This is an optimization exercise on Yosys and OpenROAD, whose aim is a short achievable clock period and few clock cycles, not a production implementation.
In this exercise RTL edits were held to simulation tests only and were not proved equivalent to the original.
Power figures rest on the tool's default switching activity, not on a simulated workload.

the reference run:
==> flow/design.v (excerpt) <==
module cpu(
    input clk,
    input rst,
    input [31:0] i_IM_inst,
    input [31:0] i_DM_DI,
    output logic [31:0] o_IM_addr,
    output logic        o_DM_CS,
    output logic [3:0]  o_DM_WEB,
    output logic [31:0] o_DM_addr,
    output logic [31:0] o_DM_DI
);
    localparam BI = 3;
    localparam NB = 1 << BI;
    logic        stall, redirect;
    logic [31:2] redirect_pc;
    logic [31:2] pc_f;
    assign o_IM_addr = {pc_f, 2'b00};
    logic              btb_v   [NB];
    logic [1:0]        btb_ctr [NB];
    logic [31:2+BI]    btb_tag [NB];
    logic [31:2]       btb_tgt [NB];
    logic [NB-1:0] f_sel;
    logic          f_hit, f_pred;
    logic [1:0]    f_ctr;
    logic [31:2]   f_tgt, f_inc, f_next;
    always_comb begin
        f_hit = 1'b0;
        f_ctr = 2'b00;
        f_tgt = '0;
        for (int i = 0; i < NB; i++) begin
            f_sel[i] = btb_v[i] && pc_f[2+BI-1:2] == i[BI-1:0] && btb_tag[i] == pc_f[31:2+BI];
            f_hit    = f_hit | f_sel[i];
            f_ctr    = f_ctr | ({2{f_sel[i]}} & btb_ctr[i]);
            f_tgt    = f_tgt | ({30{f_sel[i]}} & btb_tgt[i]);
        end
    end
    assign f_pred = f_hit && f_ctr[1];
    ks_add #(30) f_add (.a(pc_f), .b(30'd0), .cin(1'b1), .s(f_inc), .cout());
    assign f_next = f_pred ? f_tgt : f_inc;
    logic        i_valid, i_pred, i_hit, i_use_skid;
    logic [1:0]  i_ctr;
    logic [31:2] i_pc, i_ptgt;
    logic [31:0] i_inst, i_skid;
    logic        in_pred, in_hit, is_pred, is_hit;
    logic [1:0]  in_ctr, is_ctr;
  ...
For scale: roughly 7,100 cells after synthesis, roughly 2,300 flip-flops, about 170 I/O pins, roughly 0.10 mm² of cells after synthesis.
Settings: LEC_CHECK=0, ABC_CLOCK_PERIOD_IN_PS=3000, CAP_MARGIN=20, CELL_PAD_IN_SITES_GLOBAL_PLACEMENT=2, CORE_MARGIN=2, CORE_UTILIZATION=30, PLACE_DENSITY=0.5, SLEW_MARGIN=20; clock period 11.0 ns.
standard.sh (not shown) runs the stock make flow with config.mk's settings and CLKGATE_MAP_FILE= SYNTH_SCRIPT=/design/flow/synth_recipe.tcl, a recipe that flattens the netlist after the stock synthesis.
==> flow/flow/run.sh <==
#!/bin/bash
# The standard layout (standard synthesis, clock and constraints), with
# timing repair asked to leave 7 ns of setup slack at the design's period,
# and plain buffers (buf_4) rather than delay cells on the ports.
bash standard.sh SETUP_SLACK_MARGIN=7 "BUFFER_PORTS_ARGS=-buffer_cell sky130_fd_sc_hd__buf_4" finish > flow.log 2>&1
The reference run ended with every stage complete and zero timing, DRC or antenna violations.
Testbench counts of the reference run, summed over its fixed seeds: cycles 327,403.
#### Input delta (the trial run over the reference run)
--- a/flow/design.v
+++ b/flow/design.v
@@ -61,70 +61,46 @@
             f_hit    = f_hit | f_sel[i];
             f_ctr    = f_ctr | ({2{f_sel[i]}} & btb_ctr[i]);
             f_tgt    = f_tgt | ({30{f_sel[i]}} & btb_tgt[i]);
         end
     end
     assign f_pred = f_hit && f_ctr[1];
     ks_add #(30) f_add (.a(pc_f), .b(30'd0), .cin(1'b1), .s(f_inc), .cout());
     assign f_next = f_pred ? f_tgt : f_inc;
-    logic        i_valid, i_pred, i_hit, i_use_skid;
-    logic [1:0]  i_ctr;
-    logic [31:2] i_pc, i_ptgt;
-    logic [31:0] i_inst, i_skid;
-    logic        in_pred, in_hit, is_pred, is_hit;
-    logic [1:0]  in_ctr, is_ctr;
-    logic [31:2] in_pc, in_ptgt, is_pc, is_ptgt;
-    logic        d_valid, d_pred, d_hit;
+    logic        d_valid, d_pred, d_hit, d_use_skid;
     logic [1:0]  d_ctr;
     logic [31:2] d_pc, d_ptgt;
+    logic [31:0] d_skid;
     logic [31:0] d_inst;
     always_ff @(posedge clk) begin
         if (rst)           pc_f <= '0;
         else if (redirect) pc_f <= redirect_pc;
         else if (!stall)   pc_f <= f_next;
     end
     always_ff @(posedge clk, posedge rst) begin
         if (rst) begin
-            i_valid    <= 1'b0;
-            i_use_skid <= 1'b0;
             d_valid    <= 1'b0;
+            d_use_skid <= 1'b0;
         end else begin
-            i_valid    <= !redirect && (i_valid || !stall);
-            i_use_skid <= stall && !redirect;
-            d_valid    <= !redirect && (stall ? d_valid : i_valid);
+            d_valid    <= !redirect && (d_valid || !stall);
+            d_use_skid <= stall && !redirect;
         end
     end
     always_ff @(posedge clk) begin
-        i_skid  <= i_inst;
-        in_pc   <= pc_f;
-        in_pred <= f_pred;
-        in_ptgt <= f_tgt;
-        in_hit  <= f_hit;
-        in_ctr  <= f_ctr;
-        is_pc   <= i_pc;
-        is_pred <= i_pred;
-        is_ptgt <= i_ptgt;
-        is_hit  <= i_hit;
-        is_ctr  <= i_ctr;
+        d_skid <= d_inst;
         if (!stall) begin
-            d_inst <= i_inst;
-            d_pc   <= i_pc;
-            d_pred <= i_pred;
-            d_ptgt <= i_ptgt;
-            d_hit  <= i_hit;
-            d_ctr  <= i_ctr;
+            d_pc   <= pc_f;
+            d_pred <= f_pred;
+            d_ptgt <= f_tgt;
+            d_hit  <= f_hit;
+            d_ctr  <= f_ctr;
         end
     end
-    assign i_inst = i_use_skid ? i_skid  : i_IM_inst;
-    assign i_pc   = i_use_skid ? is_pc   : in_pc;
-    assign i_pred = i_use_skid ? is_pred : in_pred;
-    assign i_ptgt = i_use_skid ? is_ptgt : in_ptgt;
-    assign i_hit  = i_use_skid ? is_hit  : in_hit;
-    assign i_ctr  = i_use_skid ? is_ctr  : in_ctr;
+    assign d_inst = d_use_skid ? d_skid : i_IM_inst;
     logic [6:0] d_op;
     logic [4:0] d_rd, d_rs1, d_rs2;
     logic [2:0] d_f3;
     assign d_op  = d_inst[6:0];
     assign d_rd  = d_inst[11:7];
     assign d_f3  = d_inst[14:12];
     assign d_rs1 = d_inst[19:15];
     assign d_rs2 = d_inst[24:20];
@@ -182,21 +158,18 @@
     assign d_sm1 = e_valid && e_wr && e_rd == d_rs1;
     assign d_sw1 = !d_sm1 && m_wr && m_rd == d_rs1;
     assign d_sx1 = !d_sm1 && !d_sw1 && w_wr && w_rd == d_rs1;
     assign d_sm2 = e_valid && e_wr && e_rd == d_rs2;
     assign d_sw2 = !d_sm2 && m_wr && m_rd == d_rs2;
     assign d_sx2 = !d_sm2 && !d_sw2 && w_wr && w_rd == d_rs2;
     assign d_sy1 = !d_sm1 && !d_sw1 && !d_sx1 && x_wr && x_rd == d_rs1;
     assign d_sy2 = !d_sm2 && !d_sw2 && !d_sx2 && x_wr && x_rd == d_rs2;
-    logic e_ldw, m_ldw;
-    assign e_ldw = e_valid && e_wr && e_is_ld;
-    assign m_ldw = m_wr && m_ld;
-    assign stall = d_valid && ((d_use1 && ((e_ldw && e_rd == d_rs1) || (m_ldw && m_rd == d_rs1)))
-                            || (d_use2 && ((e_ldw && e_rd == d_rs2) || (m_ldw && m_rd == d_rs2))));
+    assign stall = d_valid && ((d_use1 && ((d_sm1 && e_is_ld) || (d_sw1 && m_ld)))
+                            || (d_use2 && ((d_sm2 && e_is_ld) || (d_sw2 && m_ld))));
     logic        d_sr1, d_sr2;
     logic [31:0] d_fw1, d_fw2, d_opb;
     assign d_sr1 = !(d_sm1 || d_sw1 || d_sx1 || d_sy1) && rfz[d_rs1];
     assign d_sr2 = !(d_sm2 || d_sw2 || d_sx2 || d_sy2) && rfz[d_rs2];
     assign d_fw1 = ({32{d_sm1}} & res) | ({32{d_sw1}} & m_res) | ({32{d_sx1}} & wb_data)
                  | ({32{d_sy1}} & x_res) | ({32{d_sr1}} & rf[d_rs1]);
     assign d_fw2 = ({32{d_sm2}} & res) | ({32{d_sw2}} & m_res) | ({32{d_sx2}} & wb_data)
                  | ({32{d_sy2}} & x_res) | ({32{d_sr2}} & rf[d_rs2]);
Results
Having completed the whole flow, the trial run delivered a layout that passed the timing, design-rule and antenna checks.
The trial run against the reference run: clock period minus final worst setup slack now sits higher, maximum frequency now sits lower, proportion of power drawn by combinational gates now sits higher, wire length now sits higher.
Taking the reference run as the reference point, the post-detailed-placement cell area of the trial run falls by about 1%.
Critical path class: in2reg -> the trial run, reg2reg -> the reference run
~same clock slew seen by the registers of the worst setup and hold paths in the trial run and the reference run
Note that the clock sink count recorded for the reference run amounts to 1.09 times the value seen in the trial run.
Per the comparison of the trial run with the reference run, total global-route track usage saw an increase; floorplan die area saw a decrease; maximum level of the CTS H-tree saw a decrease.
The trial run vs the reference run: setup slack down
Compared with the reference run, the trial run shows critical path depth lower by 1.
The trial run — final instance area 4.2% higher, the reference run as reference
Testbench counts of the trial run, summed over its fixed seeds: cycles 316,783.

==> what the ideal ports hide <==
No port has a modelled driver above. Below, the same layouts with a new extraction and two added sets of constraints.
Step 1 (the two cells are an assumption about what drives the block):
set clk [get_ports {clk}]
set_driving_cell -lib_cell sky130_fd_sc_hd__clkbuf_16 $clk
set_driving_cell -lib_cell sky130_fd_sc_hd__buf_2 [delete_from_list [all_inputs] $clk]
Step 2 moves the port delays by t, midway between the first and last clock arrival at a register: inputs arrive t later, outputs are due t later. That takes back most of the time a late clock gives input paths.
Three values: ideal ports, drivers, drivers and shift; two values: the first two.
run | shift t [ns] | setup WS [ns] | slew at the worst register clock pin (ns) | worst slew at a driven data input, ns | cell pins on the clock port's net
the reference run | 0.988 | 6.984 / 6.984 / 6.155 | 0.07 / 0.07 | 0.08 | 1
the trial run | 1.044 | 6.712 / 6.787 / 5.743 | 0.08 / 0.08 | 0.04 | 1
After both steps every run listed still meets setup and hold. The setup slack of the trial run, which loses most, moves by +0.075 ns with the drivers and by -0.969 ns with both steps.
